From an optimization exercise on the open Yosys and OpenROAD flow, aimed at small area; shortcuts taken in it are not production practice. Function was checked by simulation only, so behaviour that the tests miss may differ from the original. The flow treats the clock pin as an ideal source, which a real chip does not have. Power is estimated from default activity; no workload was simulated.

== run 1 ==
Design FIR, start of the top module:
module FIR(
	input				clk,
	input				rst_n,
	input				clk_en,
	input  [15:0]	filter_in,
	output [15:0]	filter_out
);
Size: about 1000 cells after synthesis, about 180 flip-flops, about 0.012 mm² of cells after synthesis.
Settings: LEC_CHECK=0, CAP_MARGIN=20, CORE_MARGIN=2, CORE_UTILIZATION=40, SLEW_MARGIN=20, SYNTH_HIERARCHICAL=1; clock period 6.0 ns.
standard.sh (not shown) runs the stock make flow with config.mk's settings and CLKGATE_MAP_FILE= SYNTH_SCRIPT=/design/flow/synth_recipe.tcl, a recipe that flattens the netlist after the stock synthesis.
==> flow/flow/run.sh <==
#!/bin/bash
# Layout: the standard ORFS flow (standard.sh), with these changes passed to ORFS
# through its own variables and step hooks:
#  - the ports are buffered with the smallest buffer (buf_1) instead of the flow's default;
#  - clock tree synthesis uses clkbuf_8 buffers and inserts no dummy loads;
#  - useful skew: the output registers out[*] are clocked from the root of the clock tree
#    through a chain of delay cells (flow/skew_cts.tcl, after clock tree synthesis), which
#    gives the paths from the delay line into them more time; before clock tree synthesis
#    the same skew is given to the timing-driven steps as ideal clock latency
#    (flow/skew_pre.tcl).  The paths from out[*] to the ports have ample slack.
# The full output of the flow goes to flow.log in this folder; ORFS keeps each step's log
# under orfs/logs/.
set -euo pipefail
HERE=$(pwd)
export BUFFER_PORTS_ARGS="-buffer_cell sky130_fd_sc_hd__buf_1"
export CTS_ARGS="-sink_clustering_enable -repair_clock_nets -buf_list sky130_fd_sc_hd__clkbuf_8 -dont_use_dummy_load"
export SKEW_NDLY=3
export SKEW_IDEAL_NS=1.75
export PRE_FLOORPLAN_TCL=$HERE/flow/skew_pre.tcl
export POST_CTS_TCL=$HERE/flow/skew_cts.tcl
export SKIP_CTS_REPAIR_TIMING=1
bash standard.sh > flow.log 2>&1
==> flow/flow/skew_cts.tcl <==
# Hook after clock tree synthesis: clock the output registers out[*] through a chain of delay
# cells from the root of the clock tree, so the long path from the delay line into them gets
# more time (useful skew between registers; the paths from out[*] to the ports have room).
# Then legalize and repair timing as the CTS step would.
set block [ord::get_db_block]
set db [ord::get_db]
set flops {}
foreach inst [$block getInsts] {
  if { [string match "out*" [$inst getName]] && [string match "sky130_fd_sc_hd__df*" [[$inst getMaster] getName]] } {
    lappend flops $inst
  }
}
puts "skew: [llength $flops] output registers"
set pins {}
foreach f $flops { lappend pins [get_pins -of_objects [get_cells [$f getName]] -filter "name == CLK"] }
unset_clock_latency $pins
set root [$block findInst clkbuf_0_clk]
set prev [[$root findITerm X] getNet]
set cx 0
set cy 0
foreach f $flops {
  set loc [$f getLocation]
  set cx [expr {$cx + [lindex $loc 0]}]
  set cy [expr {$cy + [lindex $loc 1]}]
}
set cx [expr {int($cx / [llength $flops])}]
set cy [expr {int($cy / [llength $flops])}]
set chain {}
for {set i 0} {$i < $::env(SKEW_NDLY)} {incr i} { lappend chain sky130_fd_sc_hd__dlygate4sd3_1 }
lappend chain sky130_fd_sc_hd__clkbuf_8
set i 0
foreach mname $chain {
  set inst [odb::dbInst_create $block [$db findMaster $mname] "skew_cell$i"]
  set net [odb::dbNet_create $block "skew_clk$i"]
  $net setSigType CLOCK
  [$inst findITerm A] connect $prev
  [$inst findITerm X] connect $net
  $inst setLocation $cx $cy
  $inst setPlacementStatus PLACED
  set prev $net
  incr i
}
foreach f $flops {
  set it [$f findITerm CLK]
  $it disconnect
  $it connect $prev
}
global_connect
set_placement_padding -global \
  -left $::env(CELL_PAD_IN_SITES_DETAIL_PLACEMENT) \
  -right $::env(CELL_PAD_IN_SITES_DETAIL_PLACEMENT)
detailed_placement
estimate_parasitics -placement
report_clock_skew
report_checks -path_delay min -format end -group_path_count 60 -endpoint_path_count 1
report_checks -path_delay min -through [get_pins -of_objects [get_cells out*] -filter "name == D"] -format full -group_path_count 1
repair_timing_helper
detailed_placement
check_placement -verbose
report_checks -path_delay max -format end -group_path_count 3
report_checks -path_delay min -format end -group_path_count 3
==> flow/flow/skew_pre.tcl <==
# Hook before floorplanning: the output registers will be clocked late (see skew_cts.tcl);
# tell the timing-driven steps before clock tree synthesis about it as ideal clock latency.
set skew_pins {}
foreach inst [get_cells *] {
  set ref [get_property $inst ref_name]
  if { [string match "out*" [get_property $inst name]] && [string match "sky130_fd_sc_hd__df*" $ref] } {
    lappend skew_pins [get_pins -of_objects $inst -filter "name == CLK"]
  }
}
puts "skew: [llength $skew_pins] output registers get ideal clock latency $::env(SKEW_IDEAL_NS) ns"
set_clock_latency $::env(SKEW_IDEAL_NS) $skew_pins
Having completed the whole flow, run 1 delivered a layout that passed the timing, design-rule and antenna checks.
Input changes introduced in run 2 (baseline for comparison: run 1):
--- a/flow/flow/run.sh
+++ b/flow/flow/run.sh
@@ -16,4 +16,4 @@
 export CTS_ARGS="-sink_clustering_enable -repair_clock_nets -buf_list sky130_fd_sc_hd__clkbuf_8 -dont_use_dummy_load"
-export SKEW_NDLY=3
-export SKEW_IDEAL_NS=1.75
+export SKEW_NDLY=2
+export SKEW_IDEAL_NS=1.15
 export PRE_FLOORPLAN_TCL=$HERE/flow/skew_pre.tcl
==> results.txt <==
Wire length on met2 grows slightly when moving from run 1 to run 2.
Between run 1 and run 2, share of total power in the clock network is higher for run 1, run 2 comes in under that.
Run 1 → run 2: data arrival time at the worst-slack endpoint lost 580 ps; total design power saw little to no change; register area stayed essentially flat.
Here is what was changed in the inputs of run 3 compared with run 2.
- setting HOLD_SLACK_MARGIN to 0.1 for the first time
--- a/flow/flow/run.sh
+++ b/flow/flow/run.sh
@@ -16,4 +16,4 @@
 export CTS_ARGS="-sink_clustering_enable -repair_clock_nets -buf_list sky130_fd_sc_hd__clkbuf_8 -dont_use_dummy_load"
-export SKEW_NDLY=2
-export SKEW_IDEAL_NS=1.15
+export SKEW_CHAIN="dlygate4sd3_1 dlygate4sd3_1 dlygate4sd1_1 dlygate4sd1_1 clkbuf_8"
+export SKEW_IDEAL_NS=1.65
 export PRE_FLOORPLAN_TCL=$HERE/flow/skew_pre.tcl
--- a/flow/flow/skew_cts.tcl
+++ b/flow/flow/skew_cts.tcl
@@ -28,4 +28,3 @@
 set chain {}
-for {set i 0} {$i < $::env(SKEW_NDLY)} {incr i} { lappend chain sky130_fd_sc_hd__dlygate4sd3_1 }
-lappend chain sky130_fd_sc_hd__clkbuf_8
+foreach c $::env(SKEW_CHAIN) { lappend chain sky130_fd_sc_hd__$c }
 set i 0
@@ -42,6 +41,24 @@
 }
+set oldnets {}
 foreach f $flops {
   set it [$f findITerm CLK]
+  lappend oldnets [$it getNet]
   $it disconnect
   $it connect $prev
+}
+# clock buffers left without loads are removed
+foreach n [lsort -unique $oldnets] {
+  set nloads 0
+  foreach it [$n getITerms] {
+    if { [$it isInputSignal] } { incr nloads }
+  }
+  if { $nloads == 0 } {
+    set drv [$n getFirstOutput]
+    if { $drv != "NULL" } {
+      set bi [$drv getInst]
+      puts "skew: removing clock buffer [$bi getName] left without loads"
+      odb::dbInst_destroy $bi
+    }
+    odb::dbNet_destroy $n
+  }
 }
## What came out
- In the final design statistics, run 3 uses fewer standard cells in total than run 2.
- | maximum number of pins on one net before global-route repair | higher: run 3 |
- Run 3 against run 2; combinational power is down by a few percent.
- Run 2 reports its source of the critical timing path as d2[1] while run 3 reports d4[1].

---

Another version of the RTL of FIR (not shown whole).
For scale: about 1,000 cells after synthesis, about 200 flip-flops, roughly 35 I/O pins, roughly 13,000 sq um of cells after synthesis.
clock: 6.0 ns
lec_check: 0
cap_margin: 20
core_margin: 2
core_utilization: 40
slew_margin: 20
synth_hierarchical: 1
==> flow/flow/run.sh <==
#!/bin/bash
# Layout: the standard ORFS flow (standard.sh), with two changes passed to ORFS
# through its own variables:
#  - the ports are buffered with the smallest buffer (buf_1) instead of the flow's default;
#  - clock tree synthesis uses clkbuf_8 buffers and inserts no dummy loads.
# The full output of the flow goes to flow.log in this folder; ORFS keeps each step's log
# under orfs/logs/.
set -euo pipefail
export BUFFER_PORTS_ARGS="-buffer_cell sky130_fd_sc_hd__buf_1"
export CTS_ARGS="-sink_clustering_enable -repair_clock_nets -buf_list sky130_fd_sc_hd__clkbuf_8 -dont_use_dummy_load"
bash standard.sh > flow.log 2>&1
Edit:
Settings changed: CORE_UTILIZATION 40 to 50.
=>
- The changed run passed the timing, design-rule and antenna checks
- clock-buffer cell count does not change
- critical path depth climbs by 2
- clock skew went up by 0.023 ns
- design area drops by 0.71%
- global-route usage is higher by 4.8 points
- core utilization came out higher by 11 points
- fmax barely changes

---

exp/willow:
Another version of the RTL of FIR (not shown whole).
Size in the first run: about 200 flip-flops, about 35 I/O pins, about 0.013 sq mm of cells after synthesis.
// FIR
module FIR(
	input				clk,
	input				rst_n,
	input				clk_en,
	input  [15:0]	filter_in,
	output [15:0]	filter_out
);
Settings: LEC_CHECK=0, CAP_MARGIN=20, CORE_MARGIN=2, CORE_UTILIZATION=55, CTS_CLUSTER_DIAMETER=80, CTS_CLUSTER_SIZE=30, GPL_TIMING_DRIVEN=0, SLEW_MARGIN=20, SYNTH_HIERARCHICAL=1; clock period 6.0 ns.
run.sh (not shown) runs the stock make flow with config.mk's settings and CLKGATE_MAP_FILE= SYNTH_SCRIPT=/design/flow/synth_recipe.tcl, a recipe that flattens the netlist after the stock synthesis.
Stock flow here: none of the scripts above is used.
exp/willow completed every stage of the flow, and the final layout passed the timing, design-rule and antenna checks.
diff inputs: exp/willow => exp/cedar
==> flow/flow/run.sh (new file) <==
#!/bin/bash
# Layout: the standard ORFS flow (standard.sh), with two changes passed to ORFS
# through its own variables:
#  - the ports are buffered with the smallest buffer (buf_1) instead of the flow's default;
#  - clock tree synthesis uses clkbuf_8 buffers and inserts no dummy loads.
# The full output of the flow goes to flow.log in this folder; ORFS keeps each step's log
# under orfs/logs/.
set -euo pipefail
export BUFFER_PORTS_ARGS="-buffer_cell sky130_fd_sc_hd__buf_1"
export CTS_ARGS="-sink_clustering_enable -repair_clock_nets -buf_list sky130_fd_sc_hd__clkbuf_8 -dont_use_dummy_load"
export RECOVER_POWER=100
bash standard.sh > flow.log 2>&1
==> flow/standard.sh (new file) <==
#!/bin/bash
# synth_recipe.tcl (not shown) runs the flow's synth.tcl, then flattens the netlist and writes it again
# the make line also repeats each setting of config.mk as NAME=value (left out here)
make -C /OpenROAD-flow-scripts/flow DESIGN_CONFIG=/design/flow/config.mk WORK_HOME=/design/flow/orfs CLKGATE_MAP_FILE= SYNTH_SCRIPT=/design/flow/synth_recipe.tcl "${@:-finish}"
--- a/flow/config.mk
+++ b/flow/config.mk
@@ -10,4 +10 @@
-export CORE_UTILIZATION = 55
-export CTS_CLUSTER_DIAMETER = 80
-export CTS_CLUSTER_SIZE = 30
-export GPL_TIMING_DRIVEN = 0
+export CORE_UTILIZATION = 40
removed: flow/run.sh
Notes after the runs:
exp/cedar ran in full, but the layout does not pass; the checks complain about max-capacitance violations, max-slew violations.
exp/cedar ended with more wire length than exp/willow.
| hold slack | exp/cedar vs exp/willow | ≈ equal |
Of exp/cedar and exp/willow, exp/cedar shows the higher clock skew, with exp/willow below it.
Relative to exp/willow, clock tree buffer count of the final layout has gone down in exp/cedar.
Total power for exp/cedar: 590 uW down relative to exp/willow
Taking exp/willow as the reference, in exp/cedar chip height increased by about 17% relative to the old numbers; clock group share of total power saw a decrease; total die area has increased.
Run comparison: exp/willow capturing instance or port of the critical path R[22]$_DFF_P_; exp/cedar capturing instance or port of the critical path R[27]$_DFF_P_
Input-level comparison between exp/indigo and exp/cedar:
==> flow/run.sh (new file) <==
#!/bin/bash
# synth_recipe.tcl (not shown) runs the flow's synth.tcl, then flattens the netlist and writes it again
# the make line also repeats each setting of config.mk as NAME=value (left out here)
make -C /OpenROAD-flow-scripts/flow DESIGN_CONFIG=/design/flow/config.mk WORK_HOME=/design/flow/orfs CLKGATE_MAP_FILE= SYNTH_SCRIPT=/design/flow/synth_recipe.tcl finish
--- a/flow/config.mk
+++ b/flow/config.mk
@@ -10,0 +11 @@
+export CTS_BUF_LIST = sky130_fd_sc_hd__clkbuf_8
removed: flow/flow/run.sh
removed: flow/standard.sh
[summary]
- exp/indigo did not stop at any stage, and its layout met the timing, design-rule and antenna checks.
- Total power of exp/indigo is higher than that of exp/cedar.
- Initial core utilization delta (exp/cedar -> exp/indigo): insignificant
- exp/indigo — reported clock group power about 28% higher, exp/cedar as reference
- For time the worst path needs with I/O delays and setup, exp/indigo and exp/cedar come out practically identical.
- Sort exp/indigo and exp/cedar by clock group share of total power asc -> top: exp/cedar
- exp/indigo reports its beginning of the critical path as d6[1]$_DFF_P_ while exp/cedar reports d4[1]$_DFF_P_.
- Final instance area in exp/indigo is 370 sq um higher than in exp/cedar
- [exp/indigo vs exp/cedar] clock latency at the later pin of the worst-skew pair: higher in exp/indigo
- Slew at the pin closest to its max-slew limit | exp/indigo below exp/cedar
Edits applied to the flow inputs when going from exp/indigo to exp/yarrow:
==> flow/flow/run.sh (new file) <==
#!/bin/bash
# Layout: the standard ORFS flow (standard.sh), with two changes passed to ORFS
# through its own variables:
#  - the ports are buffered with the smallest buffer (buf_1) instead of the flow's default;
#  - clock tree synthesis uses clkbuf_8 buffers and inserts no dummy loads.
# The full output of the flow goes to flow.log in this folder; ORFS keeps each step's log
# under orfs/logs/.
set -euo pipefail
export BUFFER_PORTS_ARGS="-buffer_cell sky130_fd_sc_hd__buf_1"
export CTS_ARGS="-sink_clustering_enable -repair_clock_nets -buf_list sky130_fd_sc_hd__clkbuf_8 -dont_use_dummy_load"
bash standard.sh > flow.log 2>&1
==> flow/standard.sh (new file) <==
#!/bin/bash
# synth_recipe.tcl (not shown) runs the flow's synth.tcl, then flattens the netlist and writes it again
# the make line also repeats each setting of config.mk as NAME=value (left out here)
make -C /OpenROAD-flow-scripts/flow DESIGN_CONFIG=/design/flow/config.mk WORK_HOME=/design/flow/orfs CLKGATE_MAP_FILE= SYNTH_SCRIPT=/design/flow/synth_recipe.tcl "${@:-finish}"
--- a/flow/config.mk
+++ b/flow/config.mk
@@ -11 +11 @@
-export CTS_BUF_LIST = sky130_fd_sc_hd__clkbuf_8
+export GPL_TIMING_DRIVEN = 0
removed: flow/run.sh
--- outcome ---
Comparing exp/yarrow and exp/indigo, the lower clock skew was measured on exp/indigo. Relative to exp/indigo, exp/yarrow degrades register-to-register slack. Delta(number of nets in the final layout, exp/yarrow - exp/indigo) < 0. When the final numbers for exp/yarrow and exp/indigo were put side by side, the share of the cycle needed by the critical path after routing turned out to be greater in exp/yarrow. Comparing exp/yarrow and exp/indigo, the lower final critical delay including setup and external delays is on exp/indigo. Summary of exp/yarrow over exp/indigo: relative contribution of combinational cells to total power has increased; worst-case vdd ir drop has increased; post-route standard cell area excluding fillers has decreased; detailed-placement wirelength estimate has decreased. Global-route usage, exp/yarrow and exp/indigo: smaller value in exp/yarrow.

-- static timing again, ports no longer ideal --
How much do the figures lean on ideal ports? The routed layouts below were timed once more, with nothing changed but the port constraints. Step 1: set_driving_cell puts a clkbuf_16 on clk and a buf_2 on each other input, an assumption about the parent block. Step 2, shift: input delay + t, output delay - t, t = (earliest + latest rising clock arrival at the registers) / 2. This alone moves slack from input paths to output paths. Slacks: ideal / step 1 / step 2; pairs: ideal / step 1.
run | t, ns | setup slack, ns | worst hold slack (ns) | clock arrival spread, ns
run 1 | 1.347 | 0.304 / 0.304 / 0.304 | 0.064 / 0.064 / 0.064 | 1.726 / 1.725
run 2 | 1.063 | 0.312 / 0.312 / 0.312 | 0.204 / 0.204 / 0.204 | 1.137 / 1.136
run 3 | 1.256 | 0.491 / 0.491 / 0.491 | 0.142 / 0.142 / 0.142 | 1.574 / 1.574
the first run of note 2 | 0.520 | 0.342 / 0.342 / 0.342 | 0.474 / 0.474 / 0.474 | 0.029 / 0.029
the second run of note 2 | 0.506 | 0.337 / 0.337 / 0.337 | 0.474 / 0.474 / 0.474 | 0.052 / 0.051
exp/willow | 0.485 | 0.101 / 0.101 / 0.101 | 0.473 / 0.473 / 0.473 | 0.016 / 0.016
exp/cedar | 0.506 | 0.264 / 0.264 / 0.264 | 0.474 / 0.474 / 0.474 | 0.028 / 0.027
exp/indigo | 0.526 | 0.267 / 0.267 / 0.267 | 0.481 / 0.481 / 0.481 | 0.026 / 0.026
exp/yarrow | 0.504 | 0.177 / 0.177 / 0.177 | 0.462 / 0.462 / 0.462 | 0.031 / 0.031
In run 1, run 2 and run 3 the clock reaches the registers at very different times; t lies between them, and the last value is a rough guide only.
